This is an optimization exercise on Yosys and OpenROAD, whose aim is small area, not a production implementation.
No run shown here included a check of the RTL's function; only the layout flow was run.
Power and IR drop assume default switching activity.

===== flow/flow/run.sh =====
#!/bin/bash
# Layout flow: the standard ORFS flow (standard.sh: the standard synthesis,
# floorplan, power grid, tap cells, placement, CTS, routing), with two settings
# passed to it through the environment:
#  - every port still gets its own buffer, but the smallest one (buf_1);
#  - the clock tree uses clkbuf_8 sink clusters and no dummy loads.
# The whole make output goes to flow_make.log in this folder; ORFS also writes
# each step's log under orfs/logs/.
set -euo pipefail
export BUFFER_PORTS_ARGS="-buffer_cell sky130_fd_sc_hd__buf_1"
export CTS_ARGS="-sink_clustering_enable -repair_clock_nets -dont_use_dummy_load -buf_list sky130_fd_sc_hd__clkbuf_8 -sink_clustering_size 18 -sink_clustering_max_diameter 60"
bash standard.sh finish > flow_make.log 2>&1

===== flow/standard.sh =====
#!/bin/bash
# synth_recipe.tcl (not shown) runs the flow's synth.tcl, then flattens the netlist and writes it again
# the make line also repeats each setting of config.mk as NAME=value (left out here)
make -C /OpenROAD-flow-scripts/flow DESIGN_CONFIG=/design/flow/config.mk WORK_HOME=/design/flow/orfs CLKGATE_MAP_FILE= SYNTH_SCRIPT=/design/flow/synth_recipe.tcl "${@:-finish}"

===== flow/config.mk =====
export PLATFORM = sky130hd
export DESIGN_NAME = Top_Module_Controller_and_FIR
export DESIGN_NICKNAME = Top_Module_Controller_and_FIR
export VERILOG_FILES = /design/flow/design.v
export SDC_FILE = /design/flow/constraint.sdc
export NUM_CORES = 4
export LEC_CHECK = 0
export CAP_MARGIN = 20
export CORE_MARGIN = 2
export CORE_UTILIZATION = 60
export SLEW_MARGIN = 20
export SYNTH_HIERARCHICAL = 1

===== flow/constraint.sdc =====
create_clock -name core_clock -period 10.0 [get_ports {clk}]
set_input_delay 2.0000 -clock core_clock [delete_from_list [all_inputs] [get_ports {clk}]]
set_output_delay 2.0000 -clock core_clock [all_outputs]
set_load 0.01 [all_outputs]

===== flow/design.v =====
module FIR_Filter_Optimized(
  input clk,
  input CLK_Filter,
  input rst_n,
  input wire [7:0] RED_ADC_Value,
  input wire [7:0] IR_ADC_Next,
  output wire [19:0] Out_RED_Filtered,
  output wire [19:0] Out_IR_Filtered);
reg [8*46-1:0] sr;    
reg [4:0] h;          
reg [18:0] ir_hold;
reg [18:0] out_red, out_ir;
assign Out_RED_Filtered = {1'b0, out_red};
assign Out_IR_Filtered = {1'b0, out_ir};
wire [7:0] mn0 = ~(sr[31:24] & {8{h >= 5'd2}});
wire [7:0] mn1 = ~(sr[47:40] & {8{h >= 5'd3}});
wire [7:0] mn2 = ~(sr[63:56] & {8{h >= 5'd4}});
wire [7:0] mn3 = ~(sr[79:72] & {8{h >= 5'd5}});
wire [7:0] mn4 = ~(sr[95:88] & {8{h >= 5'd6}});
wire [7:0] mn5 = ~(sr[111:104] & {8{h >= 5'd7}});
wire [7:0] mn6 = ~(sr[127:120] & {8{h >= 5'd8}});
wire [7:0] mn7 = ~(sr[143:136] & {8{h >= 5'd9}});
wire [7:0] mn8 = ~(sr[159:152] & {8{h >= 5'd10}});
wire [7:0] mn9 = ~(sr[175:168] & {8{h >= 5'd11}});
wire [7:0] mn10 = ~(sr[191:184] & {8{h >= 5'd12}});
wire [7:0] mn11 = ~(sr[207:200] & {8{h >= 5'd13}});
wire [7:0] mn12 = ~(sr[223:216] & {8{h >= 5'd14}});
wire [7:0] mn13 = ~(sr[239:232] & {8{h >= 5'd15}});
wire [7:0] mn14 = ~(sr[255:248] & {8{h >= 5'd16}});
wire [7:0] mn15 = ~(sr[271:264] & {8{h >= 5'd17}});
wire [7:0] mn16 = ~(sr[287:280] & {8{h >= 5'd18}});
wire [7:0] mn17 = ~(sr[303:296] & {8{h >= 5'd19}});
wire [7:0] mn18 = ~(sr[319:312] & {8{h >= 5'd20}});
wire [7:0] mn19 = ~(sr[335:328] & {8{h >= 5'd21}});
wire [7:0] mn20 = ~(sr[351:344] & {8{h >= 5'd22}});
wire [7:0] mn21 = ~(sr[367:360] & {8{h >= 5'd23}});
wire hs1, hc2, fs3, fc4, fs5, fc6, fs7, fc8, fs9, fc10, fs11, fc12, fs13, fc14, fs15, fc16, hs17, hc18, fs19, fc20, fs21, fc22, fs23, fc24, fs25, fc26, fs27, fc28, fs29, fc30, fs31, fc32, hs33, hc34, fs35, fc36, fs37, fc38, fs39, fc40, fs41, fc42, fs43, fc44, fs45, fc46, fs47, fc48, hs49, hc50, fs51, fc52, fs53, fc54, fs55, fc56, fs57, fc58, fs59, fc60, fs61, fc62, fs63, fc64, hs65, hc66, fs67, fc68, fs69, fc70, fs71, fc72, fs73, fc74, fs75, fc76, fs77, fc78, fs79, fc80, hs81, hc82, fs83, fc84, fs85, fc86, fs87, fc88, fs89, fc90, fs91, fc92, fs93, fc94, fs95, fc96, hs97, hc98, fs99, fc100, fs101, fc102, fs103, fc104, fs105, fc106, fs107, fc108, fs109, fc110, fs111, fc112, hs113, hc114, fs115, fc116, fs117, fc118, fs119, fc120, fs121, fc122, fs123, fc124, fs125, fc126, fs127, fc128, nv129, nv130, fs131, fc132, nv133, fs134, fc135, fs136, fc137, nv138, nv139, fs140, fc141, fs142, fc143, fs144, fc145, nv146, nv147, fs148, fc149, fs150, fc151, fs152, fc153, fs154, fc155, nv156, nv157, fs158, fc159, fs160, fc161, fs162, fc163, fs164, fc165, fs166, fc167, nv168, nv169, fs170, fc171, fs172, fc173, fs174, fc175, fs176, fc177, fs178, fc179, fs180, fc181, nv182, fs183, fc184, fs185, fc186, fs187, fc188, fs189, fc190, fs191, fc192, fs193, fc194, nv195, nv196, fs197, fc198, fs199, fc200, fs201, fc202, fs203, fc204, fs205, fc206, fs207, fc208, nv209, nv210, fs211, fc212, fs213, fc214, fs215, fc216, fs217, fc218, fs219, fc220, nv221, nv222, fs223, fc224, fs225, fc226, fs227, fc228, fs229, fc230, nv231, nv232, fs233, fc234, fs235, fc236, fs237, fc238, nv239, fs240, fc241, fs242, fc243, nv244, fs245, fc246, nv247, nv248, fs249, fc250, hs251, hc252, fs253, fc254, fs255, fc256, fs257, fc258, fs259, fc260, fs261, fc262, fs263, fc264, fs265, fc266, fs267, fc268, fs269, fc270, fs271, fc272, fs273, fc274, fs275, fc276, fs277, fc278, fs279, fc280, fs281, fc282, fs283, fc284, fs285, fc286, fs287, fc288, fs289, fc290, fs291, fc292, fs293, fc294, fs295, fc296, fs297, fc298, fs299, fc300, fs301, fc302, fs303, fc304, fs305, fc306, fs307, fc308, fs309, fc310, fs311, fc312, fs313, fc314, fs315, fc316, fs317, fc318, fs319, fc320, fs321, fc322, fs323, fc324, fs325, fc326, fs327, fc328, fs329, fc330, fs331, fc332, hs333, hc334, fs335, fc336, fs337, fc338, fs339, fc340, fs341, fc342, fs343, fc344, fs345, fc346, fs347, fc348, fs349, fc350, fs351, fc352, fs353, fc354, fs355, fc356, fs357, fc358, fs359, fc360, fs361, fc362, fs363, fc364, fs365, fc366, fs367, fc368, fs369, fc370, fs371, fc372, fs373, fc374, fs375, fc376, fs377, fc378, fs379, fc380, fs381, fc382, fs383, fc384, fs385, fc386, fs387, fc388, fs389, fc390, fs391, fc392, fs393, fc394, fs395, fc396, fs397, fc398, fs399, fc400, fs401, fc402, fs403, fc404, fs405, fc406, fs407, fc408, fs409, fc410, fs411, fc412, fs413, fc414, fs415, fc416, fs417, fc418, fs419, fc420, fs421, fc422, fs423, fc424, fs425, fc426, fs427, fc428, fs429, fc430, fs431, fc432, fs433, fc434, fs435, fc436, fs437, fc438, fs439, fc440, fs441, fc442, fs443, fc444, fs445, fc446, fs447, fc448, fs449, fc450, fs451, fc452, fs453, fc454, fs455, fc456, fs457, fc458, fs459, fc460, fs461, fc462, fs463, fc464, fs465, fc466, fs467, fc468, fs469, fc470, fs471, fc472, fs473, fc474, fs475, fc476, hs477, hc478, fs479, fc480, fs481, fc482, fs483, fc484, fs485, fc486, fs487, fc488, fs489, fc490, fs491, fc492, fs493, fc494, fs495, fc496, fs497, fc498, fs499, fc500, fs501, fc502, fs503, fc504, fs505, fc506, fs507, fc508, fs509, fc510, fs511, fc512, hs513, hc514, fs515, fc516, fs517, fc518, fs519, fc520, fs521, fc522, fs523, fc524, fs525, fc526, fs527, fc528, fs529, fc530, fs531, fc532, fs533, fc534, fs535, fc536, fs537, fc538, fs539, fc540, fs541, fc542, fs543, fc544, fs545, fc546, fs547, fc548, fs549, fc550, fs551, fc552, fs553, fc554, fs555, fc556, fs557, fc558, fs559, fc560, fs561, fc562, fs563, fc564, fs565, fc566, fs567, fc568, fs569, fc570, fs571, fc572, hs573, hc574, fs575, fc576, fs577, fc578, fs579, fc580, fs581, fc582, fs583, fc584, fs585, fc586, fs587, fc588, fs589, fc590, fs591, fc592, fs593, fc594, fs595, fc596, hs597, hc598, fs599, fc600, fs601, fc602, fs603, fc604, fs605, fc606, fs607, fc608, fs609, fc610, fs611, fc612, fs613, fc614, fs615, fc616, hs617, hc618, fs619, fc620, fs621, fc622, fs623, fc624, fs625, fc626, fs627, fc628, fs629, fc630, fs631, fc632, fs633, fc634, hs635, hc636, fs637, fc638, hs639, hc640, hs641, hc642;
HA uhs1(.a(mn1[0]), .b(mn20[0]), .s(hs1), .co(hc2));
FA ufs3(.a(mn1[1]), .b(mn20[1]), .c(hc2), .s(fs3), .co(fc4));
FA ufs5(.a(mn1[2]), .b(mn20[2]), .c(fc4), .s(fs5), .co(fc6));
FA ufs7(.a(mn1[3]), .b(mn20[3]), .c(fc6), .s(fs7), .co(fc8));
FA ufs9(.a(mn1[4]), .b(mn20[4]), .c(fc8), .s(fs9), .co(fc10));
FA ufs11(.a(mn1[5]), .b(mn20[5]), .c(fc10), .s(fs11), .co(fc12));
FA ufs13(.a(mn1[6]), .b(mn20[6]), .c(fc12), .s(fs13), .co(fc14));
FA ufs15(.a(mn1[7]), .b(mn20[7]), .c(fc14), .s(fs15), .co(fc16));
HA uhs17(.a(mn3[0]), .b(mn18[0]), .s(hs17), .co(hc18));
FA ufs19(.a(mn3[1]), .b(mn18[1]), .c(hc18), .s(fs19), .co(fc20));
FA ufs21(.a(mn3[2]), .b(mn18[2]), .c(fc20), .s(fs21), .co(fc22));
FA ufs23(.a(mn3[3]), .b(mn18[3]), .c(fc22), .s(fs23), .co(fc24));
FA ufs25(.a(mn3[4]), .b(mn18[4]), .c(fc24), .s(fs25), .co(fc26));
FA ufs27(.a(mn3[5]), .b(mn18[5]), .c(fc26), .s(fs27), .co(fc28));
FA ufs29(.a(mn3[6]), .b(mn18[6]), .c(fc28), .s(fs29), .co(fc30));
FA ufs31(.a(mn3[7]), .b(mn18[7]), .c(fc30), .s(fs31), .co(fc32));
HA uhs33(.a(mn4[0]), .b(mn17[0]), .s(hs33), .co(hc34));
FA ufs35(.a(mn4[1]), .b(mn17[1]), .c(hc34), .s(fs35), .co(fc36));
FA ufs37(.a(mn4[2]), .b(mn17[2]), .c(fc36), .s(fs37), .co(fc38));
FA ufs39(.a(mn4[3]), .b(mn17[3]), .c(fc38), .s(fs39), .co(fc40));
FA ufs41(.a(mn4[4]), .b(mn17[4]), .c(fc40), .s(fs41), .co(fc42));
FA ufs43(.a(mn4[5]), .b(mn17[5]), .c(fc42), .s(fs43), .co(fc44));
FA ufs45(.a(mn4[6]), .b(mn17[6]), .c(fc44), .s(fs45), .co(fc46));
FA ufs47(.a(mn4[7]), .b(mn17[7]), .c(fc46), .s(fs47), .co(fc48));
HA uhs49(.a(mn5[0]), .b(mn16[0]), .s(hs49), .co(hc50));
FA ufs51(.a(mn5[1]), .b(mn16[1]), .c(hc50), .s(fs51), .co(fc52));
FA ufs53(.a(mn5[2]), .b(mn16[2]), .c(fc52), .s(fs53), .co(fc54));
FA ufs55(.a(mn5[3]), .b(mn16[3]), .c(fc54), .s(fs55), .co(fc56));
FA ufs57(.a(mn5[4]), .b(mn16[4]), .c(fc56), .s(fs57), .co(fc58));
FA ufs59(.a(mn5[5]), .b(mn16[5]), .c(fc58), .s(fs59), .co(fc60));
FA ufs61(.a(mn5[6]), .b(mn16[6]), .c(fc60), .s(fs61), .co(fc62));
FA ufs63(.a(mn5[7]), .b(mn16[7]), .c(fc62), .s(fs63), .co(fc64));
HA uhs65(.a(mn6[0]), .b(mn15[0]), .s(hs65), .co(hc66));
FA ufs67(.a(mn6[1]), .b(mn15[1]), .c(hc66), .s(fs67), .co(fc68));
FA ufs69(.a(mn6[2]), .b(mn15[2]), .c(fc68), .s(fs69), .co(fc70));
FA ufs71(.a(mn6[3]), .b(mn15[3]), .c(fc70), .s(fs71), .co(fc72));
FA ufs73(.a(mn6[4]), .b(mn15[4]), .c(fc72), .s(fs73), .co(fc74));
FA ufs75(.a(mn6[5]), .b(mn15[5]), .c(fc74), .s(fs75), .co(fc76));
FA ufs77(.a(mn6[6]), .b(mn15[6]), .c(fc76), .s(fs77), .co(fc78));
FA ufs79(.a(mn6[7]), .b(mn15[7]), .c(fc78), .s(fs79), .co(fc80));
HA uhs81(.a(mn7[0]), .b(mn14[0]), .s(hs81), .co(hc82));
FA ufs83(.a(mn7[1]), .b(mn14[1]), .c(hc82), .s(fs83), .co(fc84));
FA ufs85(.a(mn7[2]), .b(mn14[2]), .c(fc84), .s(fs85), .co(fc86));
FA ufs87(.a(mn7[3]), .b(mn14[3]), .c(fc86), .s(fs87), .co(fc88));
FA ufs89(.a(mn7[4]), .b(mn14[4]), .c(fc88), .s(fs89), .co(fc90));
FA ufs91(.a(mn7[5]), .b(mn14[5]), .c(fc90), .s(fs91), .co(fc92));
FA ufs93(.a(mn7[6]), .b(mn14[6]), .c(fc92), .s(fs93), .co(fc94));
FA ufs95(.a(mn7[7]), .b(mn14[7]), .c(fc94), .s(fs95), .co(fc96));
HA uhs97(.a(mn8[0]), .b(mn13[0]), .s(hs97), .co(hc98));
FA ufs99(.a(mn8[1]), .b(mn13[1]), .c(hc98), .s(fs99), .co(fc100));
FA ufs101(.a(mn8[2]), .b(mn13[2]), .c(fc100), .s(fs101), .co(fc102));
FA ufs103(.a(mn8[3]), .b(mn13[3]), .c(fc102), .s(fs103), .co(fc104));
FA ufs105(.a(mn8[4]), .b(mn13[4]), .c(fc104), .s(fs105), .co(fc106));
FA ufs107(.a(mn8[5]), .b(mn13[5]), .c(fc106), .s(fs107), .co(fc108));
FA ufs109(.a(mn8[6]), .b(mn13[6]), .c(fc108), .s(fs109), .co(fc110));
FA ufs111(.a(mn8[7]), .b(mn13[7]), .c(fc110), .s(fs111), .co(fc112));
HA uhs113(.a(mn9[0]), .b(mn12[0]), .s(hs113), .co(hc114));
FA ufs115(.a(mn9[1]), .b(mn12[1]), .c(hc114), .s(fs115), .co(fc116));
FA ufs117(.a(mn9[2]), .b(mn12[2]), .c(fc116), .s(fs117), .co(fc118));
FA ufs119(.a(mn9[3]), .b(mn12[3]), .c(fc118), .s(fs119), .co(fc120));
FA ufs121(.a(mn9[4]), .b(mn12[4]), .c(fc120), .s(fs121), .co(fc122));
FA ufs123(.a(mn9[5]), .b(mn12[5]), .c(fc122), .s(fs123), .co(fc124));
FA ufs125(.a(mn9[6]), .b(mn12[6]), .c(fc124), .s(fs125), .co(fc126));
FA ufs127(.a(mn9[7]), .b(mn12[7]), .c(fc126), .s(fs127), .co(fc128));
assign nv129 = ~hs81;
assign nv130 = ~hs97;
FA ufs131(.a(hs65), .b(fs83), .c(fs99), .s(fs131), .co(fc132));
assign nv133 = ~fs131;
FA ufs134(.a(hs17), .b(hs49), .c(fs67), .s(fs134), .co(fc135));
FA ufs136(.a(fs85), .b(fs101), .c(fc132), .s(fs136), .co(fc137));
assign nv138 = ~fs134;
assign nv139 = ~fs136;
FA ufs140(.a(hs113), .b(fs19), .c(fs51), .s(fs140), .co(fc141));
FA ufs142(.a(fs69), .b(fc135), .c(fs140), .s(fs142), .co(fc143));
FA ufs144(.a(fc137), .b(fs87), .c(fs103), .s(fs144), .co(fc145));
assign nv146 = ~fs142;
assign nv147 = ~fs144;
FA ufs148(.a(hs97), .b(fs115), .c(fs21), .s(fs148), .co(fc149));
FA ufs150(.a(fs53), .b(fc141), .c(fs71), .s(fs150), .co(fc151));
FA ufs152(.a(fs148), .b(fc143), .c(fs89), .s(fs152), .co(fc153));
FA ufs154(.a(fs105), .b(fc145), .c(fs150), .s(fs154), .co(fc155));
assign nv156 = ~fs152;
assign nv157 = ~fs154;
FA ufs158(.a(hs81), .b(fs99), .c(fs117), .s(fs158), .co(fc159));
FA ufs160(.a(fc149), .b(fs23), .c(fs55), .s(fs160), .co(fc161));
FA ufs162(.a(fs158), .b(fs73), .c(fc151), .s(fs162), .co(fc163));
FA ufs164(.a(fs160), .b(fs91), .c(fs107), .s(fs164), .co(fc165));
FA ufs166(.a(fc153), .b(fc155), .c(fs162), .s(fs166), .co(fc167));
assign nv168 = ~fs164;
assign nv169 = ~fs166;
FA ufs170(.a(fs83), .b(fs101), .c(fc159), .s(fs170), .co(fc171));
FA ufs172(.a(fs119), .b(fs25), .c(fs57), .s(fs172), .co(fc173));
FA ufs174(.a(fc161), .b(fs170), .c(fs75), .s(fs174), .co(fc175));
FA ufs176(.a(fc163), .b(fs172), .c(fs93), .s(fs176), .co(fc177));
FA ufs178(.a(fs109), .b(fc165), .c(fc167), .s(fs178), .co(fc179));
FA ufs180(.a(fs174), .b(fs176), .c(fs178), .s(fs180), .co(fc181));
assign nv182 = ~fs180;
FA ufs183(.a(fs85), .b(fs103), .c(fc171), .s(fs183), .co(fc184));
FA ufs185(.a(fs121), .b(fs27), .c(fs59), .s(fs185), .co(fc186));
FA ufs187(.a(fc173), .b(fs183), .c(fs77), .s(fs187), .co(fc188));
FA ufs189(.a(fc175), .b(fs185), .c(fs95), .s(fs189), .co(fc190));
FA ufs191(.a(fs111), .b(fc177), .c(fc179), .s(fs191), .co(fc192));
FA ufs193(.a(fs187), .b(fs189), .c(fs191), .s(fs193), .co(fc194));
assign nv195 = ~fc181;
assign nv196 = ~fs193;
FA ufs197(.a(fs87), .b(fs105), .c(fc184), .s(fs197), .co(fc198));
FA ufs199(.a(fs123), .b(fs29), .c(fs61), .s(fs199), .co(fc200));
FA ufs201(.a(fc186), .b(fs197), .c(fc96), .s(fs201), .co(fc202));
FA ufs203(.a(fc112), .b(fs79), .c(fc188), .s(fs203), .co(fc204));
FA ufs205(.a(fs199), .b(fc190), .c(fs201), .s(fs205), .co(fc206));
FA ufs207(.a(fc192), .b(fs203), .c(fs205), .s(fs207), .co(fc208));
assign nv209 = ~fc194;
assign nv210 = ~fs207;
FA ufs211(.a(fs89), .b(fs107), .c(fc198), .s(fs211), .co(fc212));
FA ufs213(.a(fs125), .b(fc80), .c(fs31), .s(fs213), .co(fc214));
FA ufs215(.a(fs63), .b(fc200), .c(fs211), .s(fs215), .co(fc216));
FA ufs217(.a(fc202), .b(fc204), .c(fs213), .s(fs217), .co(fc218));
FA ufs219(.a(fs215), .b(fc206), .c(fs217), .s(fs219), .co(fc220));
assign nv221 = ~fc208;
assign nv222 = ~fs219;
FA ufs223(.a(fs91), .b(fs109), .c(fc32), .s(fs223), .co(fc224));
FA ufs225(.a(fc64), .b(fc212), .c(fs127), .s(fs225), .co(fc226));
FA ufs227(.a(fc214), .b(fs223), .c(fc216), .s(fs227), .co(fc228));
FA ufs229(.a(fs225), .b(fc218), .c(fs227), .s(fs229), .co(fc230));
assign nv231 = ~fc220;
assign nv232 = ~fs229;
FA ufs233(.a(fs93), .b(fc128), .c(fs111), .s(fs233), .co(fc234));
FA ufs235(.a(fc224), .b(fc226), .c(fs233), .s(fs235), .co(fc236));
FA ufs237(.a(fc228), .b(fs235), .c(fc230), .s(fs237), .co(fc238));
assign nv239 = ~fs237;
FA ufs240(.a(fc112), .b(fs95), .c(fc234), .s(fs240), .co(fc241));
FA ufs242(.a(fs240), .b(fc236), .c(fc238), .s(fs242), .co(fc243));
assign nv244 = ~fs242;
FA ufs245(.a(fc96), .b(fc241), .c(fc243), .s(fs245), .co(fc246));
assign nv247 = ~fs245;
assign nv248 = ~fc246;
FA ufs249(.a(1'b1), .b(hs33), .c(nv129), .s(fs249), .co(fc250));
HA uhs251(.a(nv130), .b(fs249), .s(hs251), .co(hc252));
FA ufs253(.a(mn0[0]), .b(mn21[0]), .c(hs1), .s(fs253), .co(fc254));
FA ufs255(.a(hs33), .b(hs113), .c(fs35), .s(fs255), .co(fc256));
FA ufs257(.a(fc250), .b(fs253), .c(hc252), .s(fs257), .co(fc258));
FA ufs259(.a(fs255), .b(nv133), .c(fs257), .s(fs259), .co(fc260));
FA ufs261(.a(1'b1), .b(mn0[1]), .c(mn21[1]), .s(fs261), .co(fc262));
FA ufs263(.a(fs261), .b(fs3), .c(fs35), .s(fs263), .co(fc264));
FA ufs265(.a(fs115), .b(fc254), .c(fs37), .s(fs265), .co(fc266));
FA ufs267(.a(fc256), .b(fs263), .c(nv138), .s(fs267), .co(fc268));
FA ufs269(.a(fc258), .b(fs265), .c(nv139), .s(fs269), .co(fc270));
FA ufs271(.a(fs267), .b(fc260), .c(fs269), .s(fs271), .co(fc272));
FA ufs273(.a(1'b1), .b(mn0[2]), .c(mn21[2]), .s(fs273), .co(fc274));
FA ufs275(.a(hs1), .b(hs33), .c(fc262), .s(fs275), .co(fc276));
FA ufs277(.a(fs273), .b(fs275), .c(fs5), .s(fs277), .co(fc278));
FA ufs279(.a(fs37), .b(fs117), .c(fc264), .s(fs279), .co(fc280));
FA ufs281(.a(fc266), .b(fs39), .c(fs277), .s(fs281), .co(fc282));
FA ufs283(.a(fs279), .b(fc268), .c(nv146), .s(fs283), .co(fc284));
FA ufs285(.a(nv147), .b(fc270), .c(fs281), .s(fs285), .co(fc286));
FA ufs287(.a(fs283), .b(fc272), .c(fs285), .s(fs287), .co(fc288));
FA ufs289(.a(mn0[3]), .b(mn21[3]), .c(mn2[0]), .s(fs289), .co(fc290));
FA ufs291(.a(mn19[0]), .b(hs65), .c(fc274), .s(fs291), .co(fc292));
FA ufs293(.a(fs289), .b(fs3), .c(fs35), .s(fs293), .co(fc294));
FA ufs295(.a(fc276), .b(fs291), .c(fs293), .s(fs295), .co(fc296));
FA ufs297(.a(fc278), .b(fc280), .c(fs7), .s(fs297), .co(fc298));
FA ufs299(.a(fs39), .b(fs119), .c(fs295), .s(fs299), .co(fc300));
FA ufs301(.a(fs41), .b(fc282), .c(fs297), .s(fs301), .co(fc302));
FA ufs303(.a(fc284), .b(fs299), .c(fc286), .s(fs303), .co(fc304));
FA ufs305(.a(nv156), .b(fs301), .c(nv157), .s(fs305), .co(fc306));
FA ufs307(.a(fc288), .b(fs303), .c(fs305), .s(fs307), .co(fc308));
FA ufs309(.a(1'b1), .b(mn0[4]), .c(mn21[4]), .s(fs309), .co(fc310));
FA ufs311(.a(mn2[1]), .b(mn19[1]), .c(hs17), .s(fs311), .co(fc312));
FA ufs313(.a(hs33), .b(fc290), .c(fs309), .s(fs313), .co(fc314));
FA ufs315(.a(fs67), .b(fs311), .c(fc292), .s(fs315), .co(fc316));
FA ufs317(.a(fs313), .b(fs5), .c(fs37), .s(fs317), .co(fc318));
FA ufs319(.a(fc294), .b(fs315), .c(fs317), .s(fs319), .co(fc320));
FA ufs321(.a(fc296), .b(fs9), .c(fs41), .s(fs321), .co(fc322));
FA ufs323(.a(fs121), .b(fc298), .c(fc300), .s(fs323), .co(fc324));
FA ufs325(.a(fs319), .b(fs43), .c(fc302), .s(fs325), .co(fc326));
FA ufs327(.a(fs321), .b(fs323), .c(fc304), .s(fs327), .co(fc328));
FA ufs329(.a(nv168), .b(fs325), .c(fc306), .s(fs329), .co(fc330));
FA ufs331(.a(nv169), .b(fs327), .c(fc308), .s(fs331), .co(fc332));
HA uhs333(.a(fs329), .b(fs331), .s(hs333), .co(hc334));
FA ufs335(.a(mn0[5]), .b(mn21[5]), .c(mn2[2]), .s(fs335), .co(fc336));
FA ufs337(.a(mn19[2]), .b(hs49), .c(hs65), .s(fs337), .co(fc338));
FA ufs339(.a(fc310), .b(fs335), .c(fs19), .s(fs339), .co(fc340));
FA ufs341(.a(fs35), .b(fc312), .c(fs337), .s(fs341), .co(fc342));
FA ufs343(.a(fc314), .b(fs69), .c(fs339), .s(fs343), .co(fc344));
FA ufs345(.a(fs341), .b(fc316), .c(fc318), .s(fs345), .co(fc346));
FA ufs347(.a(fs7), .b(fs39), .c(fs343), .s(fs347), .co(fc348));
FA ufs349(.a(fc320), .b(fs345), .c(fs347), .s(fs349), .co(fc350));
FA ufs351(.a(fs11), .b(fs43), .c(fs123), .s(fs351), .co(fc352));
FA ufs353(.a(fc322), .b(fc324), .c(fs349), .s(fs353), .co(fc354));
FA ufs355(.a(fs45), .b(fc326), .c(fs351), .s(fs355), .co(fc356));
FA ufs357(.a(fs353), .b(fc328), .c(fs355), .s(fs357), .co(fc358));
FA ufs359(.a(fc330), .b(fs357), .c(nv182), .s(fs359), .co(fc360));
FA ufs361(.a(fc332), .b(hc334), .c(fs359), .s(fs361), .co(fc362));
FA ufs363(.a(1'b1), .b(mn0[6]), .c(mn21[6]), .s(fs363), .co(fc364));
FA ufs365(.a(mn2[3]), .b(mn19[3]), .c(mn10[0]), .s(fs365), .co(fc366));
FA ufs367(.a(mn11[0]), .b(hs81), .c(hs97), .s(fs367), .co(fc368));
FA ufs369(.a(hs113), .b(fc336), .c(fs363), .s(fs369), .co(fc370));
FA ufs371(.a(fs365), .b(fs51), .c(fs67), .s(fs371), .co(fc372));
FA ufs373(.a(fc338), .b(fs367), .c(fs369), .s(fs373), .co(fc374));
FA ufs375(.a(fs21), .b(fs37), .c(fc340), .s(fs375), .co(fc376));
FA ufs377(.a(fc342), .b(fs371), .c(fs373), .s(fs377), .co(fc378));
FA ufs379(.a(fs71), .b(fs375), .c(fc344), .s(fs379), .co(fc380));
FA ufs381(.a(fs377), .b(fc346), .c(fs9), .s(fs381), .co(fc382));
FA ufs383(.a(fs41), .b(fc348), .c(fs379), .s(fs383), .co(fc384));
FA ufs385(.a(fs381), .b(fc350), .c(fs383), .s(fs385), .co(fc386));
FA ufs387(.a(fs13), .b(fs45), .c(fs125), .s(fs387), .co(fc388));
FA ufs389(.a(fc352), .b(fc354), .c(fs385), .s(fs389), .co(fc390));
FA ufs391(.a(fs47), .b(fc356), .c(fs387), .s(fs391), .co(fc392));
FA ufs393(.a(fs389), .b(fs391), .c(fc358), .s(fs393), .co(fc394));
FA ufs395(.a(nv195), .b(fs393), .c(nv196), .s(fs395), .co(fc396));
FA ufs397(.a(fc360), .b(fs395), .c(fc362), .s(fs397), .co(fc398));
FA ufs399(.a(1'b1), .b(mn0[7]), .c(mn21[7]), .s(fs399), .co(fc400));
FA ufs401(.a(mn2[4]), .b(mn19[4]), .c(mn10[1]), .s(fs401), .co(fc402));
FA ufs403(.a(mn11[1]), .b(fc364), .c(fc366), .s(fs403), .co(fc404));
FA ufs405(.a(fs399), .b(fs401), .c(fs83), .s(fs405), .co(fc406));
FA ufs407(.a(fs99), .b(fs115), .c(fc368), .s(fs407), .co(fc408));
FA ufs409(.a(fc370), .b(fs403), .c(fs53), .s(fs409), .co(fc410));
FA ufs411(.a(fs69), .b(fc372), .c(fs405), .s(fs411), .co(fc412));
FA ufs413(.a(fs407), .b(fc374), .c(fc376), .s(fs413), .co(fc414));
FA ufs415(.a(fs23), .b(fs39), .c(fs409), .s(fs415), .co(fc416));
FA ufs417(.a(fs411), .b(fc378), .c(fs73), .s(fs417), .co(fc418));
FA ufs419(.a(fc380), .b(fs413), .c(fs415), .s(fs419), .co(fc420));
FA ufs421(.a(fs11), .b(fs43), .c(fc382), .s(fs421), .co(fc422));
FA ufs423(.a(fs417), .b(fc384), .c(fs419), .s(fs423), .co(fc424));
FA ufs425(.a(fs421), .b(fc386), .c(fs423), .s(fs425), .co(fc426));
FA ufs427(.a(fc48), .b(fs15), .c(fs47), .s(fs427), .co(fc428));
FA ufs429(.a(fs127), .b(fc388), .c(fc390), .s(fs429), .co(fc430));
FA ufs431(.a(fs425), .b(fc392), .c(fs427), .s(fs431), .co(fc432));
FA ufs433(.a(fs429), .b(fs431), .c(fc394), .s(fs433), .co(fc434));
FA ufs435(.a(nv209), .b(nv210), .c(fs433), .s(fs435), .co(fc436));
FA ufs437(.a(fc396), .b(fs435), .c(fc398), .s(fs437), .co(fc438));
FA ufs439(.a(1'b1), .b(mn2[5]), .c(mn19[5]), .s(fs439), .co(fc440));
FA ufs441(.a(mn10[2]), .b(mn11[2]), .c(fc400), .s(fs441), .co(fc442));
FA ufs443(.a(fc402), .b(fs439), .c(fc404), .s(fs443), .co(fc444));
FA ufs445(.a(fs441), .b(fs85), .c(fs101), .s(fs445), .co(fc446));
FA ufs447(.a(fs117), .b(fc406), .c(fc408), .s(fs447), .co(fc448));
FA ufs449(.a(fs443), .b(fc410), .c(fs55), .s(fs449), .co(fc450));
FA ufs451(.a(fs71), .b(fs445), .c(fs447), .s(fs451), .co(fc452));
FA ufs453(.a(fc412), .b(fc414), .c(fs25), .s(fs453), .co(fc454));
FA ufs455(.a(fs41), .b(fc416), .c(fs449), .s(fs455), .co(fc456));
FA ufs457(.a(fs451), .b(fs75), .c(fc418), .s(fs457), .co(fc458));
FA ufs459(.a(fs453), .b(fc420), .c(fs455), .s(fs459), .co(fc460));
FA ufs461(.a(fs13), .b(fs45), .c(fc422), .s(fs461), .co(fc462));
FA ufs463(.a(fs457), .b(fc424), .c(fs459), .s(fs463), .co(fc464));
FA ufs465(.a(fc16), .b(fc48), .c(fc128), .s(fs465), .co(fc466));
FA ufs467(.a(fs461), .b(fc426), .c(fs463), .s(fs467), .co(fc468));
FA ufs469(.a(fc428), .b(fs465), .c(fc430), .s(fs469), .co(fc470));
FA ufs471(.a(fs467), .b(fc432), .c(fs469), .s(fs471), .co(fc472));
FA ufs473(.a(nv221), .b(fc434), .c(nv222), .s(fs473), .co(fc474));
FA ufs475(.a(fs471), .b(fc436), .c(fs473), .s(fs475), .co(fc476));
HA uhs477(.a(fc438), .b(fs475), .s(hs477), .co(hc478));
FA ufs479(.a(mn2[6]), .b(mn19[6]), .c(mn10[3]), .s(fs479), .co(fc480));
FA ufs481(.a(mn11[3]), .b(fc440), .c(fs479), .s(fs481), .co(fc482));
FA ufs483(.a(fc442), .b(fs481), .c(fc444), .s(fs483), .co(fc484));
FA ufs485(.a(fc446), .b(fc448), .c(fs87), .s(fs485), .co(fc486));
FA ufs487(.a(fs103), .b(fs119), .c(fs483), .s(fs487), .co(fc488));
FA ufs489(.a(fs57), .b(fs73), .c(fc450), .s(fs489), .co(fc490));
FA ufs491(.a(fc452), .b(fs485), .c(fs487), .s(fs491), .co(fc492));
FA ufs493(.a(fs27), .b(fs43), .c(fc454), .s(fs493), .co(fc494));
FA ufs495(.a(fc456), .b(fs489), .c(fs491), .s(fs495), .co(fc496));
FA ufs497(.a(fs77), .b(fc458), .c(fs493), .s(fs497), .co(fc498));
FA ufs499(.a(fc460), .b(fs495), .c(fs15), .s(fs499), .co(fc500));
FA ufs501(.a(fs47), .b(fc462), .c(fs497), .s(fs501), .co(fc502));
FA ufs503(.a(fc464), .b(fc466), .c(fs499), .s(fs503), .co(fc504));
FA ufs505(.a(fs501), .b(fc468), .c(fs503), .s(fs505), .co(fc506));
FA ufs507(.a(fc470), .b(nv231), .c(fs505), .s(fs507), .co(fc508));
FA ufs509(.a(nv232), .b(fc472), .c(fc474), .s(fs509), .co(fc510));
FA ufs511(.a(fs507), .b(fc476), .c(fs509), .s(fs511), .co(fc512));
HA uhs513(.a(hc478), .b(fs511), .s(hs513), .co(hc514));
FA ufs515(.a(mn2[7]), .b(mn19[7]), .c(mn10[4]), .s(fs515), .co(fc516));
FA ufs517(.a(mn11[4]), .b(fc480), .c(fs515), .s(fs517), .co(fc518));
FA ufs519(.a(fc482), .b(fs517), .c(fc484), .s(fs519), .co(fc520));
FA ufs521(.a(fs89), .b(fs105), .c(fs121), .s(fs521), .co(fc522));
FA ufs523(.a(fc486), .b(fc488), .c(fs519), .s(fs523), .co(fc524));
FA ufs525(.a(fs59), .b(fs75), .c(fc490), .s(fs525), .co(fc526));
FA ufs527(.a(fs521), .b(fc492), .c(fs523), .s(fs527), .co(fc528));
FA ufs529(.a(fs29), .b(fs45), .c(fc494), .s(fs529), .co(fc530));
FA ufs531(.a(fs525), .b(fc496), .c(fs527), .s(fs531), .co(fc532));
FA ufs533(.a(fc16), .b(fc48), .c(fs79), .s(fs533), .co(fc534));
FA ufs535(.a(fc498), .b(fs529), .c(fs531), .s(fs535), .co(fc536));
FA ufs537(.a(fc500), .b(fs533), .c(fc502), .s(fs537), .co(fc538));
FA ufs539(.a(fs535), .b(fc504), .c(fs537), .s(fs539), .co(fc540));
FA ufs541(.a(fc506), .b(fs539), .c(fc508), .s(fs541), .co(fc542));
FA ufs543(.a(nv239), .b(fc510), .c(fs541), .s(fs543), .co(fc544));
FA ufs545(.a(fc512), .b(fs543), .c(hc514), .s(fs545), .co(fc546));
FA ufs547(.a(1'b1), .b(mn10[5]), .c(mn11[5]), .s(fs547), .co(fc548));
FA ufs549(.a(fc516), .b(fs547), .c(fc518), .s(fs549), .co(fc550));
FA ufs551(.a(fs549), .b(fc520), .c(fs91), .s(fs551), .co(fc552));
FA ufs553(.a(fs107), .b(fs123), .c(fc522), .s(fs553), .co(fc554));
FA ufs555(.a(fc524), .b(fs61), .c(fs77), .s(fs555), .co(fc556));
FA ufs557(.a(fc526), .b(fs551), .c(fs553), .s(fs557), .co(fc558));
FA ufs559(.a(fc528), .b(fc80), .c(fs31), .s(fs559), .co(fc560));
FA ufs561(.a(fs47), .b(fc530), .c(fs555), .s(fs561), .co(fc562));
FA ufs563(.a(fs557), .b(fc532), .c(fc534), .s(fs563), .co(fc564));
FA ufs565(.a(fs559), .b(fs561), .c(fc536), .s(fs565), .co(fc566));
FA ufs567(.a(fs563), .b(fc538), .c(fs565), .s(fs567), .co(fc568));
FA ufs569(.a(fc540), .b(fs567), .c(fc542), .s(fs569), .co(fc570));
FA ufs571(.a(nv244), .b(fc544), .c(fs569), .s(fs571), .co(fc572));
HA uhs573(.a(fc546), .b(fs571), .s(hs573), .co(hc574));
FA ufs575(.a(mn10[6]), .b(mn11[6]), .c(fc548), .s(fs575), .co(fc576));
FA ufs577(.a(fs575), .b(fc550), .c(fs93), .s(fs577), .co(fc578));
FA ufs579(.a(fs109), .b(fs125), .c(fc552), .s(fs579), .co(fc580));
FA ufs581(.a(fc554), .b(fc32), .c(fc48), .s(fs581), .co(fc582));
FA ufs583(.a(fs63), .b(fs79), .c(fc556), .s(fs583), .co(fc584));
FA ufs585(.a(fc558), .b(fs577), .c(fs579), .s(fs585), .co(fc586));
FA ufs587(.a(fc560), .b(fs581), .c(fc562), .s(fs587), .co(fc588));
FA ufs589(.a(fs583), .b(fs585), .c(fc564), .s(fs589), .co(fc590));
FA ufs591(.a(fs587), .b(fc566), .c(fs589), .s(fs591), .co(fc592));
FA ufs593(.a(fc568), .b(fs591), .c(fc570), .s(fs593), .co(fc594));
FA ufs595(.a(nv247), .b(fc572), .c(fs593), .s(fs595), .co(fc596));
HA uhs597(.a(hc574), .b(fs595), .s(hs597), .co(hc598));
FA ufs599(.a(mn10[7]), .b(mn11[7]), .c(fc576), .s(fs599), .co(fc600));
FA ufs601(.a(fs599), .b(fc64), .c(fc80), .s(fs601), .co(fc602));
FA ufs603(.a(fs95), .b(fs111), .c(fs127), .s(fs603), .co(fc604));
FA ufs605(.a(fc578), .b(fc580), .c(fc582), .s(fs605), .co(fc606));
FA ufs607(.a(fc584), .b(fs601), .c(fc586), .s(fs607), .co(fc608));
FA ufs609(.a(fs603), .b(fs605), .c(fc588), .s(fs609), .co(fc610));
FA ufs611(.a(fs607), .b(fc590), .c(fs609), .s(fs611), .co(fc612));
FA ufs613(.a(fc592), .b(fs611), .c(nv248), .s(fs613), .co(fc614));
FA ufs615(.a(fc594), .b(fs613), .c(fc596), .s(fs615), .co(fc616));
HA uhs617(.a(hc598), .b(fs615), .s(hs617), .co(hc618));
FA ufs619(.a(fc600), .b(fc96), .c(fc112), .s(fs619), .co(fc620));
FA ufs621(.a(fc128), .b(fc602), .c(fc604), .s(fs621), .co(fc622));
FA ufs623(.a(fs619), .b(fc606), .c(fs621), .s(fs623), .co(fc624));
FA ufs625(.a(fc608), .b(fc610), .c(fs623), .s(fs625), .co(fc626));
FA ufs627(.a(fc612), .b(fs625), .c(fc614), .s(fs627), .co(fc628));
FA ufs629(.a(fs627), .b(fc616), .c(hc618), .s(fs629), .co(fc630));
FA ufs631(.a(fc620), .b(fc622), .c(fc624), .s(fs631), .co(fc632));
FA ufs633(.a(fc626), .b(fs631), .c(fc628), .s(fs633), .co(fc634));
HA uhs635(.a(fc630), .b(fs633), .s(hs635), .co(hc636));
FA ufs637(.a(1'b1), .b(fc632), .c(fc634), .s(fs637), .co(fc638));
HA uhs639(.a(hc636), .b(fs637), .s(hs639), .co(hc640));
HA uhs641(.a(fc638), .b(hc640), .s(hs641), .co(hc642));
wire [18:0] sum_n = {hs641, hs639, hs635, fs629, hs617, hs597, hs573, fs545, hs513, hs477, fs437, fs397, fs361, hs333, fs307, fs287, fs271, fs259, hs251};
always @(posedge clk) begin
  sr <= {sr[8*45-1:0], CLK_Filter ? RED_ADC_Value : IR_ADC_Next};
  ir_hold <= ~sum_n;
  if (rst_n) begin
    h <= 5'd0;
    out_red <= 19'd0;
    out_ir <= 19'd0;
  end else if (CLK_Filter) begin
    if (h != 5'd23) h <= h + 5'd1;
    out_red <= ~sum_n;
    out_ir <= ir_hold;
  end
end
endmodule
module FA(input a, input b, input c, output s, output co);
assign s = a ^ b ^ c;
assign co = (a & b) | (c & (a ^ b));
endmodule
module HA(input a, input b, output s, output co);
assign s = a ^ b;
assign co = a & b;
endmodule
module Controller_StateMachine(ADC, clk, Find_Setting, rst_n, LED_Drive, DC_Comp, LED_IR, LED_RED, PGA_Gain,
                               RED_ADC_Value, IR_ADC_Next, CLK_Filter);
	input  wire [7:0] ADC;
	input  wire clk;
	input  wire rst_n;           
	input  wire Find_Setting;
	output wire [3:0] LED_Drive;
	output reg  [6:0] DC_Comp;
	output wire LED_IR;
	output wire LED_RED;
	output reg  [3:0] PGA_Gain;
	output reg  [7:0] RED_ADC_Value;  
	output wire [7:0] IR_ADC_Next;    
	output reg  CLK_Filter;
	localparam [3:0] S_IDLE  = 4'd0,   
	                 S_RST4  = 4'd1,   
	                 S_ROP   = 4'd2,
	                 S_RGAIN = 4'd3,
	                 S_IOP   = 4'd4,
	                 S_IGAIN = 4'd5,
	                 S_AR    = 4'd6,
	                 S_AI    = 4'd7,
	                 S_ALT   = 4'd8;
	reg [3:0]  st;
	reg [1:0]  prev;         
	reg [15:0] gw;           
	reg [4:0]  cnt;
	reg [7:0]  vmin, vmax;
	reg [6:0]  oth_op;
	reg [3:0]  oth_g;
	reg        led_ir;
	reg [7:0]  IR_ADC_Value;
	assign LED_Drive = 4'd10;
	assign LED_IR  = led_ir;
	assign LED_RED = ~led_ir;
	wire in_reset = (st == S_IDLE) | (st == S_RST4);
	wire win_done = cnt[4] & cnt[2];
	wire aw_ok    = cnt[3] & cnt[1];
	wire in_alt   = (st == S_ALT) | (st == S_AR) | (st == S_AI);
	wire in_rng = (ADC < 8'd240) & (ADC > 8'd5);
	wire clip   = (ADC > 8'd240) | (ADC < 8'd5);
	wire gw_ok  = (|gw[15:10]) | (gw[9] & ((|gw[8:6]) | (gw[5] & (|gw[4:0]))));
	wire [8:0] cmin, cmax;
	assign cmin[0] = 1'b1;    
	assign cmax[0] = 1'b0;    
	genvar gi;
	generate for (gi = 0; gi < 8; gi = gi + 1) begin : cmp
		assign cmin[gi+1] = (ADC[gi] & ~vmin[gi]) | (cmin[gi] & (ADC[gi] | ~vmin[gi]));
		assign cmax[gi+1] = (ADC[gi] & ~vmax[gi]) | (cmax[gi] & (ADC[gi] | ~vmax[gi]));
	end endgenerate
	wire lt_min = ~cmin[8];
	wire gt_max = cmax[8];
	wire [7:0] dcy;           
	wire [7:2] q;             
	assign dcy[1] = vmax[0] | ~vmin[0];
	assign dcy[2] = (vmax[1] & ~vmin[1]) | (dcy[1] & (vmax[1] | ~vmin[1]));
	generate for (gi = 2; gi < 7; gi = gi + 1) begin : sub
		FA u(.a(vmax[gi]), .b(~vmin[gi]), .c(dcy[gi]), .s(q[gi]), .co(dcy[gi+1]));
	end endgenerate
	assign q[7] = vmax[7] ^ ~vmin[7] ^ dcy[7];
	wire [7:0] mid;
	wire [7:0] mcy;
	HA m0(.a(vmin[0]), .b(q[2]), .s(mid[0]), .co(mcy[1]));
	generate for (gi = 1; gi < 6; gi = gi + 1) begin : add
		FA u(.a(vmin[gi]), .b(q[gi+2]), .c(mcy[gi]), .s(mid[gi]), .co(mcy[gi+1]));
	end endgenerate
	HA m6(.a(vmin[6]), .b(mcy[6]), .s(mid[6]), .co(mcy[7]));
	assign mid[7] = vmin[7] ^ mcy[7];
	wire accept = (mid >= 8'd117) & (mid <= 8'd137);
	wire [15:0] gw_inc;
	wire [15:0] gcy;
	assign gw_inc[0] = ~gw[0];
	assign gcy[1] = gw[0];
	generate for (gi = 1; gi < 15; gi = gi + 1) begin : ginc
		HA u(.a(gw[gi]), .b(gcy[gi]), .s(gw_inc[gi]), .co(gcy[gi+1]));
	end endgenerate
	assign gw_inc[15] = gw[15] ^ gcy[15];
	assign IR_ADC_Next = rst_n ? 8'd0 :
	                     Find_Setting ? IR_ADC_Value :
	                     in_reset ? 8'd0 :
	                     ((st == S_ALT) & (prev == 2'd2)) ? ADC : IR_ADC_Value;
	always @(posedge clk) begin
		IR_ADC_Value <= IR_ADC_Next;
		if (rst_n) CLK_Filter <= 1'b0;
		else CLK_Filter <= ~CLK_Filter;
	end
	always @(posedge clk) begin
		if (rst_n) begin
			st <= S_IDLE;
			prev <= 2'd0;
			led_ir <= 1'b0;
			DC_Comp <= 7'd0;
			PGA_Gain <= 4'd0;
			gw <= 16'd545;
			cnt <= 5'd0;
			vmin <= 8'd255;
			vmax <= 8'd0;
			RED_ADC_Value <= 8'd0;
		end else if (Find_Setting) begin
			st <= S_ROP;
			if (in_alt) cnt <= 5'd1;
		end else begin
			case (st)
			S_IDLE, S_RST4: begin
				led_ir <= 1'b0;
				DC_Comp <= 7'd0;
				PGA_Gain <= 4'd0;
				gw <= 16'd545;
				cnt <= 5'd0;
				vmin <= 8'd255;
				vmax <= 8'd0;
				RED_ADC_Value <= 8'd0;
				st <= (st == S_RST4) ? S_IOP : S_IDLE;
			end
			S_ROP, S_IOP: begin
				if (st == S_IOP) led_ir <= 1'b1;
				if (!win_done) begin
					if (lt_min) vmin <= ADC;
					if (gt_max) vmax <= ADC;
					cnt <= cnt + 5'd1;
				end else begin
					vmin <= 8'd255;
					vmax <= 8'd0;
					cnt <= 5'd1;
					if (accept) begin
						if (st == S_ROP) begin oth_op <= DC_Comp; st <= S_RGAIN; end
						else st <= S_IGAIN;
					end else
						DC_Comp <= DC_Comp + 7'd10;
				end
			end
			S_RGAIN, S_IGAIN: begin
				if (in_rng & gw_ok) PGA_Gain <= PGA_Gain + 4'd1;
				if ((in_rng & gw_ok) | clip) gw <= 16'd1;
				else gw <= gw_inc;
				if (clip) begin
					if (st == S_RGAIN) begin oth_g <= PGA_Gain; st <= S_RST4; end
					else begin st <= S_ALT; cnt <= 5'd10; end
				end
			end
			S_ALT: begin
				if (aw_ok) begin
					cnt <= 5'd1;
					st <= (prev == 2'd1) ? S_AI : S_AR;
				end else
					cnt <= cnt + 5'd1;
				if (prev == 2'd1) RED_ADC_Value <= ADC;
			end
			S_AR, S_AI: begin
				if (led_ir != (st == S_AI)) begin
					DC_Comp <= oth_op;
					oth_op <= DC_Comp;
					PGA_Gain <= oth_g;
					oth_g <= PGA_Gain;
				end
				led_ir <= (st == S_AI);
				st <= S_ALT;
				prev <= (st == S_AI) ? 2'd2 : 2'd1;
			end
			default: ;
			endcase
		end
	end
endmodule
module Top_Module_Controller_and_FIR(ADC,clk,Find_Setting, rst_n, LED_Drive,DC_Comp,LED_IR,LED_RED,PGA_Gain,Out_IR_Filtered,Out_RED_Filtered);
	output wire [3:0] LED_Drive;
	output wire [6:0] DC_Comp;
	output wire LED_IR;
	output wire LED_RED;
	output wire [3:0] PGA_Gain;
	input wire [7:0] ADC;
	input wire clk;
	input wire rst_n;
	input wire Find_Setting;
	output wire [19:0] Out_IR_Filtered;
	output wire [19:0] Out_RED_Filtered;
	wire [7:0] RED_ADC_Value;
	wire [7:0] IR_ADC_Next;
	wire CLK_Filter;
	Controller_StateMachine Controller(
	.ADC(ADC), .clk(clk), .Find_Setting(Find_Setting), .rst_n(rst_n),
	.LED_Drive(LED_Drive), .DC_Comp(DC_Comp), .LED_IR(LED_IR), .LED_RED(LED_RED), .PGA_Gain(PGA_Gain),
	.RED_ADC_Value(RED_ADC_Value), .IR_ADC_Next(IR_ADC_Next), .CLK_Filter(CLK_Filter));
	FIR_Filter_Optimized Filters(
	.clk(clk), .CLK_Filter(CLK_Filter), .rst_n(rst_n),
	.RED_ADC_Value(RED_ADC_Value), .IR_ADC_Next(IR_ADC_Next),
	.Out_RED_Filtered(Out_RED_Filtered), .Out_IR_Filtered(Out_IR_Filtered));
endmodule

==> results.sh, run 1 <==
export IMPL_rows=68
export IMPL_crit_required_ns=10.50
export IMPL_crit_top_cell="fa_1"
export IMPL_cap_violations=0
export IMPL_finalSetupTns_ns=0
export IMPL_synth_async_reset_ratio=0
export IMPL_place_area_um2=22100
export IMPL_drv_slew=0
export IMPL_multi_input_comb_area_um2=10400
export IMPL_clock_sink_count=513
export IMPL_p_sw_mw=0.810
export IMPL_dr_pass1_iters=4
export IMPL_n_antenna_cell=0
export IMPL_start_util=0.609
export IMPL_combPwrFrac=0.087
export IMPL_skew_ns=0.0570
export IMPL_grt_pass1_vias=12463
export IMPL_area_growth_pct=8.30
export IMPL_fin_crit_ns=9.69
export IMPL_setup_ws_ns=0.306
export IMPL_ir_drop_uv=137
export IMPL_place_gp_congestion=0.882
export IMPL_dieArea_um2=36700
export IMPL_grt_max_degree=74
export IMPL_htreeDepth=2
export IMPL_slowest_delay_ns=0.57
export IMPL_fin_nets=2094
export IMPL_seqPwrFrac=0.630
export IMPL_drt_iter0_markers=500
export IMPL_critPathLaunchType="register"
export IMPL_portBuffers=61
export IMPL_cts_buffers_inserted=39
export IMPL_syn_area_per_cell_um2=13.0
export IMPL_routed_via_density=5.40
export IMPL_worstPathMaxFanout=5
export IMPL_fillers=2680
export IMPL_worstMarginPinSlew_ns=1.01
export IMPL_wl_per_cell_um=20.0
export IMPL_clk_latency_ns=0.63
export IMPL_synth_edf_count=11
export IMPL_endpoint_kind="register"
export IMPL_fin_crit_sh=0.969
export IMPL_grt_use_total=0.252
export IMPL_ant_nets=0
export IMPL_place_ws_ns=-0.114
export IMPL_clockPowerShare=0.282
export IMPL_yosysWarnings=8
export IMPL_register_area_um2=10400
export IMPL_synth_seq_area_share=0.492
export IMPL_drc=0
export IMPL_io_pins=68
export IMPL_stdcell_area_um2=22900
export IMPL_vias=11846
export IMPL_final_hold_viol_count=0
export IMPL_fmax_mhz=103
export IMPL_grt_pass1_wl_mm=68.1
export IMPL_die_w_um=192
export IMPL_hpwl_mm=35.2
export IMPL_setup_violations=0
export IMPL_cts_root_buf="clkbuf_8"
export IMPL_cts_hold_fix_buffers=0
export IMPL_power_leakage_nw=7.74
export IMPL_grt_overflow_total=0
export IMPL_p_int_mw=2.57
export IMPL_chipHeight_um=192
export IMPL_hp_class="reg2reg"
export IMPL_cts_buffer_depth=3
export IMPL_total_power_mw=3.38
export IMPL_core_um2=34600
export IMPL_ys_types=81
export IMPL_cts_tree="built"
export IMPL_cp_arrival_ns=10.19
export IMPL_synth_ff_type="dfxtp_1"
export IMPL_synthesis_instances=1622
export IMPL_syn_area_um2=21100
export IMPL_synth_seq_cells=513
export IMPL_crit_type="reg2reg"
export IMPL_switching_share=0.240
export IMPL_clk_pin_slew_worst_paths_ns=0.09
export IMPL_worst_path_max_delay_cell="fa_1"
export IMPL_wl_mm=43.8
export IMPL_status="complete, no violations"
export IMPL_drive_gt1_frac=0.108
export IMPL_relSlewSlack=0.324
export IMPL_antenna_found_initial=0
export IMPL_powerDensity_nw_per_um2=148
## critical path, delay by kind of cell (launching register included)
kind	cells	cell delay [ns]
AOI/OAI and AO/OA	2	0.30
adders and majority gates	23	8.34
buffers and inverters	1	0.17
DFF	1	0.37
and+or+nand+nor	3	0.38
## per-layer routing
layer	vias up	part of all wire	track usage
met2	226	0.50	0.431
met4	0	0.031	0.0911
met5	-	0	0
met3	76	0.033	0.0330
met1	6045	0.43	0.329
li1	5499	-	-
## placed cells by master (no fill, tap or decap), drive strengths merged, types with 8 or more instances in the layout
master	n
a211oi	36
a21oi	46
a22o	19
buf	123
clkbuf	40
conb	15
dfxtp	502
edfxtp	11
fa	301
ha	41
inv	70
mux2	8
mux2i	28
nand2	214
nand2b	11
nand3	22
nor2	94
nor2b	9
nor3	10
o21ai	25
## metrics by stage
| step | cells | hold slack [ns] | util |
|---|---|---|---|
| floorplan | 1633 | 0.310 | - |
| CTS | 2191 | 0.290 | 0.656 |
| detailed placement | 2149 | 0.312 | 0.638 |
| global placement | 2149 | 0.310 | 0.638 |
| finish | 2194 | 0.294 | 0.660 |
| global route | 2194 | 0.298 | 0.660 |
## per-module statistics from Yosys (local to each module, per instance), excerpt
module	cell area, µm²	copies in the design	cells inside	flip-flops and latches
Controller_StateMachine	4160	1	467	83
HA	12.5	34	1	0
FA	20.0	301	1	0
FIR_Filter_Optimized	10500	1	820	430
## Yosys cell counts, types with 3 or more instances
library cell  number  area, µm²
dfxtp_1          502      10000
fa_1             301       6030
nand2_1          212        796
nor2_1            94        353
inv_1             70        263
a21oi_1           46        230
ha_1              41        513
a211oi_1          34        255
clkbuf_1          28        105
mux2i_1           28        280
nand3_1           22        110
a22o_1            19        166
o21ai_0           16       80.1
buf_2             12       60.1
edfxtp_1          11        330
nand2b_1          11       68.8
nor2b_1            9       56.3
o21ai_1            9       45.0
buf_4              8       60.1
mux2_2             8       90.1
nor3_1             8       40.0
a22oi_1            7       52.6
o22a_1             7       61.3
a211o_1            5       43.8
buf_6              5       56.3
nor4_1             5       31.3
o22ai_1            5       31.3
xnor2_1            5       43.8
a21o_1             4       30.0
conb_1             4       15.0
o221ai_1           4       35.0
o31ai_1            4       30.0
or4_1              4       30.0
a311oi_1           3       26.3
a31oi_1            3       18.8
o211ai_1           3       22.5
or3_1              3       18.8
xor2_1             3       26.3
## area by class of cell
| cell class | count | area share |
|---|---|---|
| Tap cell | 455 | 0.0249 |
| Timing Repair Buffer | 124 | 0.0316 |
| Multi-Input combinational cell | 992 | 0.454 |
| Inverter | 71 | 0.0117 |
| Clock buffer | 39 | 0.0235 |
| Sequential cell | 513 | 0.455 |
## kinds of logic after synthesis
family / Yosys count / share of synthesized area
mux: 36 / 0.0176
simple gates: 390 / 0.0803
buf+inv: 128 / 0.0273
xor+xnor: 8 / 0.00332
compound gates: 197 / 0.0669
fa+ha+maj: 346 / 0.312
other cells: 4 / 0.000711
flops: 513 / 0.492
## sequential cells by signal (all words and copies together), names as in the netlist
name	cells
Controller.st	4
Controller.IR_ADC_Value	8
Controller.cnt	5
Controller.oth_op	7
Controller.RED_ADC_Value	8
Controller.oth_g	4
Filters.h	5
Filters.sr	368
Filters.out_ir	19
Controller.gw	16
Filters.ir_hold	19
Controller.DC_Comp	7
Controller.vmin	8
Controller.prev	2
Controller.led_ir	1
Controller.vmax	8
Filters.out_red	19
Controller.PGA_Gain	4
Controller.CLK_Filter	1
## power groups by stage
stage,logic [mW],clock network (mW),registers [mW]
CTS,0.292,0.993,2.13
detailed placement,0.287,0,2.18
global placement,0.282,0,2.18
floorplan,0.206,0,2.17
finish,0.294,0.955,2.13
global route,0.335,1.06,2.14
## timing repair
item	4_1_cts	5_1_grt
endpoints found under the setup margin	3	3
resized for setup	22	37
setup buffers	3	2
pin swaps	4	16
## worst paths after layout
check	slack [ns]	start	cells after the start	end
worst max-delay path	0.31	Filters.h[0]	29	Filters.out_red[18]
worst min-delay path	0.29	Filters.sr[6]	0	Filters.sr[14]
worst max register to register	0.31	Filters.h[0]	29	Filters.out_red[18]
worst min register to register	0.29	Filters.sr[6]	0	Filters.sr[14]
==> run 2, diff against run 1 <==
--- a/flow/config.mk
+++ b/flow/config.mk
@@ -7,6 +7,6 @@
 export LEC_CHECK = 0
 export CAP_MARGIN = 20
 export CORE_MARGIN = 2
-export CORE_UTILIZATION = 60
+export CORE_UTILIZATION = 68
 export SLEW_MARGIN = 20
 export SYNTH_HIERARCHICAL = 1
==> run 2 against run 1 <==
Effect of this change: sequential share of layout area grew 0.33 points; die area shrank 12%; still clean on timing, DRC and antenna; register-to-register slack lost 0.03 ns; synthesized cell count is the same; worst hold slack lost 0.024 ns.
==> results.sh, run 2 <==
export IMPL_grt_pass1_wl_mm=66.9
export IMPL_start_util=0.690
export IMPL_critPathLaunchType="register"
export IMPL_ys_types=81
export IMPL_drt_iter0_markers=657
export IMPL_place_gp_congestion=0.935
export IMPL_antenna_found_initial=1
export IMPL_fillers=2111
export IMPL_crit_family="adder cells"
export IMPL_hpwl_mm=34.1
export IMPL_synth_edf_count=11
export IMPL_slowest_delay_ns=0.59
export IMPL_syn_area_um2=21100
export IMPL_setup_violations=0
export IMPL_die_w_um=180
export IMPL_endpoint_kind="register"
export IMPL_routed_via_density=5.61
export IMPL_synth_top_area_share=0.476
export IMPL_fin_nets=2089
export IMPL_wl_mm=42.4
export IMPL_drc=0
export IMPL_final_common_cell="dfxtp_1"
export IMPL_cts_hold_fix_buffers=0
export IMPL_grt_pass1_vias=12621
export IMPL_startpoint="Filters.h[0]"
export IMPL_grt_use_total=0.269
export IMPL_worstMarginPinSlew_ns=1.02
export IMPL_worstPathMaxFanout=7
export IMPL_fin_crit_ns=9.73
export IMPL_ir_drop_uv=87.5
export IMPL_area_growth_pct=7.51
export IMPL_rows=64
export IMPL_clk_pin_slew_worst_paths_ns=0.11
export IMPL_wl_per_cell_um=19.9
export IMPL_skew_ns=0.0622
export IMPL_yosys_top_cells_area="dfxtp_1 (48%), fa_1 (29%), nand2_1 (3.8%)"
export IMPL_cts_tree="built"
export IMPL_clk_latency_ns=0.58
export IMPL_powerDensity_nw_per_um2=149
export IMPL_cts_buffer_depth=3
export IMPL_crit_required_ns=10.48
export IMPL_io_pins=68
export IMPL_fin_crit_sh=0.973
export IMPL_relSlewSlack=0.313
export IMPL_dieArea_um2=32500
export IMPL_layout_common_cells="dfxtp_1 (496), fa_1 (278), nand2_1 (211)"
export IMPL_power_leakage_nw=7.69
export IMPL_final_hold_viol_count=0
export IMPL_largest_reg_flops=368
export IMPL_synth_ff_type="dfxtp_1"
export IMPL_worst_path_max_delay_cell="fa_1"
export IMPL_hp_start="Filters.sr[295]"
export IMPL_portBuffers=61
export IMPL_grt_overflow_total=0
export IMPL_drive_gt1_frac=0.0998
export IMPL_cap_violations=0
export IMPL_total_power_mw=3.37
export IMPL_path_buf_inv=1
export IMPL_yosysWarnings=8
export IMPL_dr_pass1_iters=5
export IMPL_cts_root_buf="clkbuf_8"
export IMPL_synth_top_area_cell="dfxtp_1"
export IMPL_fmax_mhz=103
export IMPL_synthesis_instances=1622
export IMPL_status="complete, no violations"
export IMPL_chipHeight_um=180
export IMPL_cp_arrival_ns=10.20
export IMPL_synth_seq_area_share=0.492
export IMPL_cts_buffers_inserted=39
export IMPL_r2r_start="Filters.h[0]"
export IMPL_top_register="Filters.sr"
export IMPL_vias=11945
export IMPL_core_um2=30600
export IMPL_drv_slew=0
export IMPL_yosysMostFrequentCell="dfxtp_1"
export IMPL_clock_sink_count=513
export IMPL_grt_max_degree=66
export IMPL_final_core_util=0.742
export IMPL_synth_async_reset_ratio=0
export IMPL_hp_class="reg2reg"
export IMPL_synth_seq_cells=513
export IMPL_crit_type="reg2reg"
export IMPL_ant_nets=0
export IMPL_syn_area_per_cell_um2=13.0
export IMPL_htreeDepth=2
export IMPL_synth_common_cells="dfxtp_1 (502), fa_1 (301), nand2_1 (212)"
[run 2: cell counts after synthesis]
Identical to the previous run, type by type.
[run 2: worst reg2reg max path: cells and delay by family, from the launching register on]
family | cells | cell delay [ns]
adder cells (fa/ha/maj) | 23 | 8.38
flip-flops | 1 | 0.39
AND/OR/NAND/NOR | 3 | 0.41
AO/OA/AOI/OAI | 2 | 0.29
buffers and inverters | 1 | 0.17
[run 2: logic make-up after synthesis]
logic type               count (synthesis)  share of synthesized area
flip-flops                             513                      0.492
AND/OR/NAND/NOR                        390                     0.0803
adder cells (fa/ha/maj)                346                      0.312
AO/OA/AOI/OAI                          197                     0.0669
buffers and inverters                  128                     0.0273
multiplexers                            36                     0.0176
XOR/XNOR                                 8                    0.00332
other                                    4                   0.000711
[run 2: layer usage]
layer / vias to the layer above / global-route usage / share of wire
li1: 5486 / - / -
met1: 6031 / 0.353 / 0.41
met2: 329 / 0.458 / 0.50
met3: 99 / 0.0416 / 0.053
met4: 0 / 0.102 / 0.039
met5: - / 0 / 0
[run 2: where the power goes]
group	internal, mW	switching [mW]	total [mW]
combinational	0.122	0.176	0.299
sequential	2.10	0.0317	2.13
clock	0.351	0.594	0.945
[run 2: area by class of cell]
cell class,instances,area [µm²],share of cell area
sequential,513,10400,0.458
multi-input combinational,992,10300,0.455
timing repair buffer,119,672,0.0296
clock buffer,39,537,0.0237
tap,396,495,0.0218
inverter,71,270,0.0119
antenna,1,2.50,0.000110
[run 2: repair_timing]
item,in CTS,in global routing
gates resized for setup,26,22
setup buffers,2,4
pin swaps,7,14
gates cloned,0,0
endpoints found under the setup margin,3,5
[run 2: final timing paths]
| check | end | slack, ns | depth (start not counted) |
|---|---|---|---|
| worst max-delay path | Filters.out_red[18] | 0.27 | 29 |
| worst min-delay path | Filters.sr[303] | 0.27 | 0 |
| worst max register to register | Filters.out_red[18] | 0.27 | 29 |
| worst min register to register | Filters.sr[303] | 0.27 | 0 |
[run 2: metrics by stage]
step / TNS (ns) / hold slack (ns) / worst slack [ns] / std cells / instance area, µm²
6_report: 0 / 0.270 / 0.275 / 2131 / 22700
5_1_grt: -0.0910 / 0.244 / -0.0494 / 2130 / 22700
4_1_cts: 0 / 0.264 / 0.0252 / 2125 / 22600
3_5_place_dp: -0.166 / 0.312 / -0.160 / 2084 / 21900
3_3_place_gp: 0 / 0.310 / 0.0313 / 2084 / 21900
2_1_floorplan: 0 / 0.310 / 0.212 / 1633 / 21100
[run 2: per-module statistics from Yosys (local to each module, per instance), a selection]
| module | flip-flops and latches | times used | cell area, µm² | cells |
|---|---|---|---|---|
| FIR_Filter_Optimized | 430 | 1 | 10500 | 820 |
| HA | 0 | 34 | 12.5 | 1 |
| FA | 0 | 301 | 20.0 | 1 |
| Controller_StateMachine | 83 | 1 | 4160 | 467 |

==> static timing again, ports no longer ideal <==
In the flow no input, the clock included, has a driving cell. The finished layouts below were timed again as built, in two steps.
Step 1 (the two cells are an assumption about what drives the block):
set clk [get_ports {clk}]
set_driving_cell -lib_cell sky130_fd_sc_hd__clkbuf_16 $clk
set_driving_cell -lib_cell sky130_fd_sc_hd__buf_2 [delete_from_list [all_inputs] $clk]
Step 2 times the ports against the registers' clock, not the clock port: input delays grow and output delays shrink by t, the midpoint of the rising clock arrivals with the driver on.
a / b / c = no drivers / after step 1 / after step 2; a / b = the first two.
run | t (ns) | slack for setup (ns) | worst setup path after step 2 | worst register clock-pin slew, ns | worst slew at a driven data input, ns
run 1 | 0.653 | 0.306 / 0.306 / 0.306 | register to register | 0.10 / 0.10 | 0.03
run 2 | 0.595 | 0.275 / 0.275 / 0.275 | register to register | 0.11 / 0.11 | 0.03
After both steps setup and hold are still met in every run listed.
